Background: an optimization exercise with open tools, aiming at small area and a short achievable clock period. Do not read the settings as production practice.
RTL that was checked went through simulation tests only; none was proved equivalent to the original.
The clock port is modelled as an ideal driver, which makes a skipped or thinned clock tree look cheaper than it is; a real chip needs a root buffer or a tree.
Power and IR drop assume default switching activity.

==> flow/design.v <==
module CPU (clk, input_8bit, output_8bit, cmd_addr, cmd_8bit, rst);
  input  wire       clk;
  input  wire       rst;
  input  wire [7:0] input_8bit;
  input  wire [7:0] cmd_8bit;
  output wire [7:0] output_8bit;
  output reg  [7:0] cmd_addr;
  reg [7:0] r0, r1, r2, r3, r4, r5;
  reg       j;
  reg       b1, b2;
  wire [1:0] op = cmd_8bit[7:6];
  wire [2:0] s  = cmd_8bit[5:3];
  wire [2:0] d  = cmd_8bit[2:0];
  wire is_imm = (op == 2'b00);
  wire is_cal = (op == 2'b01);
  wire is_cpy = (op == 2'b10);
  wire is_cnd = (op == 2'b11);
  wire [7:0] m0  = s[1] ? (s[0] ? r3 : r2) : (s[0] ? r1 : r0);
  wire [7:0] m1  = s[1] ? (s[0] ? 8'd0 : input_8bit) : (s[0] ? r5 : r4);
  wire [7:0] bus = s[2] ? m1 : m0;
  wire out_en = is_cpy & (d == 3'd6) & ~rst;
  assign output_8bit = {8{out_en}} & bus;
  wire [7:0] b   = r2 ^ {8{d[0]}};
  wire [7:0] sum = r1 + b + {7'd0, d[0]};
  wire [7:0] g   = r1 & r2;
  wire [7:0] o   = r1 | r2;
  wire [7:0] lg  = (d[0] ? g : o) ^ {8{d[0] ^ d[1]}};
  wire [7:0] alu = d[2] ? (d[1] ? 8'd0 : sum) : lg;
  wire z = (r3 == 8'd0);
  wire n = r3[7];
  wire t = d[2] ^ (d[0] & z | d[1] & n);
  wire jump = is_cnd & t;
  wire [7:0] r0_in = {8{~rst}} & (is_imm ? cmd_8bit : bus);
  wire [7:0] r3_in = {8{~rst}} & (is_cal ? alu : bus);
  wire [7:0] rx_in = {8{~rst}} & bus;
  wire we0 = rst | is_imm | (is_cpy & d == 3'd0);
  wire we1 = rst | (is_cpy & d == 3'd1);
  wire we2 = rst | (is_cpy & d == 3'd2);
  wire we3 = rst | is_cal | (is_cpy & d == 3'd3);
  wire we4 = rst | (is_cpy & d == 3'd4);
  wire we5 = rst | (is_cpy & d == 3'd5);
  always @(posedge clk) begin
    if (we0) r0 <= r0_in;
    if (we1) r1 <= rx_in;
    if (we2) r2 <= rx_in;
    if (we3) r3 <= r3_in;
    if (we4) r4 <= rx_in;
    if (we5) r5 <= rx_in;
  end
  wire [7:0] f = j ? r0 : cmd_addr + {7'd0, ~(b1 | b2)};
  always @(posedge clk) begin
    if (rst) begin
      cmd_addr <= 8'd0;
      j        <= 1'b0;
      b1       <= 1'b1;
      b2       <= 1'b0;
    end else begin
      cmd_addr <= f;
      j        <= jump;
      b1       <= 1'b0;
      b2       <= b1;
    end
  end
endmodule
Settings: LEC_CHECK=0, CAP_MARGIN=20, CORE_MARGIN=2, CORE_UTILIZATION=40, SETUP_SLACK_MARGIN=2.5, SLEW_MARGIN=20; clock period 6.0 ns.
standard.sh (not shown) runs the stock make flow with config.mk's settings and CLKGATE_MAP_FILE= SYNTH_SCRIPT=/design/flow/synth_recipe.tcl, a recipe that flattens the netlist after the stock synthesis.
==> flow/flow/run.sh <==
#!/bin/bash
# Own layout flow: the standard ORFS flow (standard.sh), with these changes:
#  - synthesis is the standard flow's synthesis script unchanged except for the abc script
#    (flow/abc.script, an area-oriented mapping) and any extra abc options
#    in flow/abc_args (cells abc may not use); registers are mapped by the
#    same dfflibmap step before abc, so their names and cells are unchanged;
#  - extra ORFS make variables, one per line, from flow/make_args
#    (port buffer cell, clock tree options, kept modules); @W@ in a line
#    stands for the work folder.
# Every tool's output goes to flow.log in the work folder, and ORFS writes its
# own per-step logs under orfs/logs.
set -euo pipefail
W=$(pwd)
extra=""
[[ -f "$W/flow/abc_args" ]] && extra=$(tr '\n' ' ' < "$W/flow/abc_args")
sed 's#log_cmd abc {\*}\$abc_args#log_cmd abc -script '"$W"'/flow/abc.script {*}[lrange $abc_args 2 end] '"$extra"'#' \
  "$FLOW_HOME/scripts/synth.tcl" > "$W/my_synth.tcl"
grep -q 'flow/abc.script' "$W/my_synth.tcl"
sed "s#source \$::env(SCRIPTS_DIR)/synth.tcl#source $W/my_synth.tcl#" "$W/synth_recipe.tcl" > "$W/my_synth_recipe.tcl"
grep -q 'my_synth.tcl' "$W/my_synth_recipe.tcl"
sed "s#SYNTH_SCRIPT=[^ ]*#SYNTH_SCRIPT=$W/my_synth_recipe.tcl#" "$W/standard.sh" > "$W/my_standard.sh"
grep -q 'my_synth_recipe.tcl' "$W/my_standard.sh"
args=()
if [[ -f "$W/flow/make_args" ]]; then
  while IFS= read -r line; do
    [[ -n "$line" && "$line" != \#* ]] && args+=("${line//@W@/$W}")
  done < "$W/flow/make_args"
fi
bash "$W/my_standard.sh" "${args[@]}" finish > "$W/flow.log" 2>&1
Other scripts of this flow, unchanged in this note and not shown: flow/flow/abc.script, flow/flow/make_args, flow/flow/pre_cts.tcl
The starting point went through all stages and came out clean.
Rerun with:
--- a/flow/design.v
+++ b/flow/design.v
@@ -7,6 +7,6 @@
   output reg  [7:0] cmd_addr;
   reg [7:0] r0, r1, r2, r3, r4, r5;
-  reg       j;
-  reg       b1, b2;
+  reg [7:0] f;
+  reg       boot;
   wire [1:0] op = cmd_8bit[7:6];
   wire [2:0] s  = cmd_8bit[5:3];
@@ -48,16 +48,13 @@
     if (we5) r5 <= rx_in;
   end
-  wire [7:0] f = j ? r0 : cmd_addr + {7'd0, ~(b1 | b2)};
   always @(posedge clk) begin
     if (rst) begin
       cmd_addr <= 8'd0;
-      j        <= 1'b0;
-      b1       <= 1'b1;
-      b2       <= 1'b0;
+      f        <= 8'd0;
+      boot     <= 1'b1;
     end else begin
       cmd_addr <= f;
-      j        <= jump;
-      b1       <= 1'b0;
-      b2       <= b1;
+      f        <= jump ? r0 : f + {7'd0, ~boot};
+      boot     <= 1'b0;
     end
   end
- via count went down by 0.93%
- final cell count went up by 0.45%
- final area went up by 3.2%
- hold slack improved by 6.9 ps
- first-iteration DRC count went up by 30%
- power went up by 6.9%
- core utilization went down by 0.98 points
- sequential cell count went up by 6
No run of this note takes its clock network from TritonCTS; it comes from the design's own scripts or RTL.

========
## oak
CPU, a different RTL version from the one above (not shown whole).
Size: roughly 34 I/O pins.
// CPU
module CPU (clk, input_8bit, output_8bit, cmd_addr, cmd_8bit, rst);
==> module CPU, before the edit <==
module CPU (clk, input_8bit, output_8bit, cmd_addr, cmd_8bit, rst);
  input  wire       clk;
  input  wire       rst;
  input  wire [7:0] input_8bit;
  input  wire [7:0] cmd_8bit;
  output wire [7:0] output_8bit;
  output reg  [7:0] cmd_addr;
  reg [7:0] r0, r1, r2, r3, r4, r5;
  reg [7:0] f;
  reg       boot;
  wire [1:0] op = cmd_8bit[7:6];
  wire [2:0] s  = cmd_8bit[5:3];
  wire [2:0] d  = cmd_8bit[2:0];
  wire is_imm = (op == 2'b00);
  wire is_cal = (op == 2'b01);
  wire is_cpy = (op == 2'b10);
  wire is_cnd = (op == 2'b11);
  wire [7:0] bus = ({8{s == 3'd0}} & r0)
                 | ({8{s == 3'd1}} & r1)
                 | ({8{s == 3'd2}} & r2)
                 | ({8{s == 3'd3}} & r3)
                 | ({8{s == 3'd4}} & r4)
                 | ({8{s == 3'd5}} & r5)
                 | ({8{s == 3'd6}} & input_8bit);
  wire out_en = is_cpy & (d == 3'd6) & ~rst;
  assign output_8bit = {8{out_en}} & bus;
  wire [7:0] b   = r2 ^ {8{d[0]}};
  wire [7:0] sum = r1 + b + {7'd0, d[0]};
  wire [7:0] g   = r1 & r2;
  wire [7:0] o   = r1 | r2;
  wire [7:0] lg  = (d[0] ? g : o) ^ {8{d[0] ^ d[1]}};
  wire [7:0] alu = d[2] ? (d[1] ? 8'd0 : sum) : lg;
  wire z = (r3 == 8'd0);
  wire n = r3[7];
  wire t = d[2] ^ (d[0] & z | d[1] & n);
  wire jump = is_cnd & t;
  wire [7:0] r0_in = {8{~rst}} & (is_imm ? cmd_8bit : bus);
  wire [7:0] r3_in = {8{~rst}} & (is_cal ? alu : bus);
  wire [7:0] rx_in = {8{~rst}} & bus;
  wire we0 = rst | is_imm | (is_cpy & d == 3'd0);
  wire we1 = rst | (is_cpy & d == 3'd1);
  wire we2 = rst | (is_cpy & d == 3'd2);
  wire we3 = rst | is_cal | (is_cpy & d == 3'd3);
  wire we4 = rst | (is_cpy & d == 3'd4);
  wire we5 = rst | (is_cpy & d == 3'd5);
  always @(posedge clk) begin
    if (we0) r0 <= r0_in;
    if (we1) r1 <= rx_in;
    if (we2) r2 <= rx_in;
    if (we3) r3 <= r3_in;
    if (we4) r4 <= rx_in;
    if (we5) r5 <= rx_in;
  end
  always @(posedge clk) begin
    if (rst) begin
      cmd_addr <= 8'd0;
      f        <= 8'd0;
      boot     <= 1'b1;
    end else begin
      cmd_addr <= f;
      f        <= jump ? r0 : f + {7'd0, ~boot};
      boot     <= 1'b0;
    end
  end
endmodule
make LEC_CHECK=0 CAP_MARGIN=20 CORE_MARGIN=2 CORE_UTILIZATION=40 SETUP_SLACK_MARGIN=2.0 SLEW_MARGIN=20 finish   # period 6.0 ns
run.sh (not shown) runs the stock make flow with config.mk's settings and CLKGATE_MAP_FILE= SYNTH_SCRIPT=/design/flow/synth_recipe.tcl, a recipe that flattens the netlist after the stock synthesis.
Stock flow here: none of the scripts above is used.
Setup changes, oak to pine
==> flow/design.v <==
module CPU (clk, input_8bit, output_8bit, cmd_addr, cmd_8bit, rst);
  input  wire       clk;
  input  wire       rst;
  input  wire [7:0] input_8bit;
  input  wire [7:0] cmd_8bit;
  output wire [7:0] output_8bit;
  output reg  [7:0] cmd_addr;
  reg [7:0] r0, r1, r2, r3, r4, r5;
  reg [7:0] f;
  reg       boot;
  wire [1:0] op = cmd_8bit[7:6];
  wire [2:0] s  = cmd_8bit[5:3];
  wire [2:0] d  = cmd_8bit[2:0];
  wire is_imm = (op == 2'b00);
  wire is_cal = (op == 2'b01);
  wire is_cpy = (op == 2'b10);
  wire is_cnd = (op == 2'b11);
  wire cp = is_cpy & ~rst;
  wire [7:0] bus = ({8{cp & (s == 3'd0)}} & r0)
                 | ({8{cp & (s == 3'd1)}} & r1)
                 | ({8{cp & (s == 3'd2)}} & r2)
                 | ({8{cp & (s == 3'd3)}} & r3)
                 | ({8{cp & (s == 3'd4)}} & r4)
                 | ({8{cp & (s == 3'd5)}} & r5)
                 | ({8{cp & (s == 3'd6)}} & input_8bit);
  assign output_8bit = {8{d == 3'd6}} & bus;
  wire       sub = (d[2:0] == 3'd5);
  wire [7:0] b   = r2 ^ {8{sub}};
  wire [7:0] sum = r1 + b + {7'd0, sub};
  wire [7:0] g   = r1 & b;
  wire [7:0] o   = r1 | b;
  wire [7:0] lg  = (d[0] ? g : o) ^ {8{d[0] ^ d[1]}};
  wire [7:0] alu = d[2] ? (d[1] ? 8'd0 : sum) : lg;
  wire       cal = is_cal & ~rst;
  wire z = (r3 == 8'd0);
  wire n = r3[7];
  wire t = d[2] ^ (d[0] & z | d[1] & n);
  wire jump = is_cnd & t;
  wire [7:0] r0_in = bus | ({8{is_imm & ~rst}} & cmd_8bit);
  wire [7:0] r3_in = bus | ({8{cal}} & alu);
  wire we0 = rst | is_imm | (is_cpy & d == 3'd0);
  wire we1 = rst | (is_cpy & d == 3'd1);
  wire we2 = rst | (is_cpy & d == 3'd2);
  wire we3 = rst | is_cal | (is_cpy & d == 3'd3);
  wire we4 = rst | (is_cpy & d == 3'd4);
  wire we5 = rst | (is_cpy & d == 3'd5);
  always @(posedge clk) begin
    if (we0) r0 <= r0_in;
    if (we1) r1 <= bus;
    if (we2) r2 <= bus;
    if (we3) r3 <= r3_in;
    if (we4) r4 <= bus;
    if (we5) r5 <= bus;
  end
  always @(posedge clk) begin
    if (rst) begin
      cmd_addr <= 8'd0;
      f        <= 8'd0;
      boot     <= 1'b1;
    end else begin
      cmd_addr <= f;
      f        <= jump ? r0 : f + {7'd0, ~boot};
      boot     <= 1'b0;
    end
  end
endmodule
- The largest family of logic cells by synthesized area comes out compound AO/OA/AOI/OAI gates in one run and simple AND/OR/NAND/NOR gates in the other, namely in pine and oak respectively.
- Area of the core went up slightly going from oak to pine.
- pine — switching part of the total power 2.8 points lower, oak as reference
- Taking oak as the reference, in pine synthesized area up 78 um^2; sequential share of layout area down 1.7 points; half-perimeter wire length after placement up 2.5%; final cell count up about 5.4%.
Function was not checked in any run of this note: the RTL went through the layout flow alone.

[afterwards: timing with drivers on the ports]
How much do the figures lean on ideal ports? The routed layouts below were timed once more, with nothing changed but the port constraints.
Step 1: set_driving_cell puts a clkbuf_16 on clk and a buf_2 on each other input, an assumption about the parent block.
Step 2 moves the port delays by t, midway between the first and last clock arrival at a register: inputs arrive t later, outputs are due t later. That takes back most of the time a late clock gives input paths.
Slacks: ideal ports / drivers / drivers and shift; pairs: ideal ports / drivers.
run | t (ns) | setup slack, ns | worst setup path at the end | latest minus earliest clock arrival (ns) | worst register clock-pin slew, ns
the first run of note 1 | 0.213 | 2.540 / 2.394 / 2.394 | input to output | 0.013 / 0.014 | 0.09 / 0.09
the second run of note 1 | 0.216 | 2.547 / 2.397 / 2.397 | input to output | 0.015 / 0.016 | 0.10 / 0.10
oak | 0.378 | 2.133 / 2.112 / 2.036 | input to register | 0.016 / 0.016 | 0.08 / 0.08
pine | 0.376 | 2.087 / 2.069 / 1.976 | input to register | 0.006 / 0.006 | 0.07 / 0.07
After both steps every run listed still meets setup and hold. For the second run of note 1, which loses most, drivers alone change the setup slack by -0.150 ns; drivers and shift together by -0.150 ns.
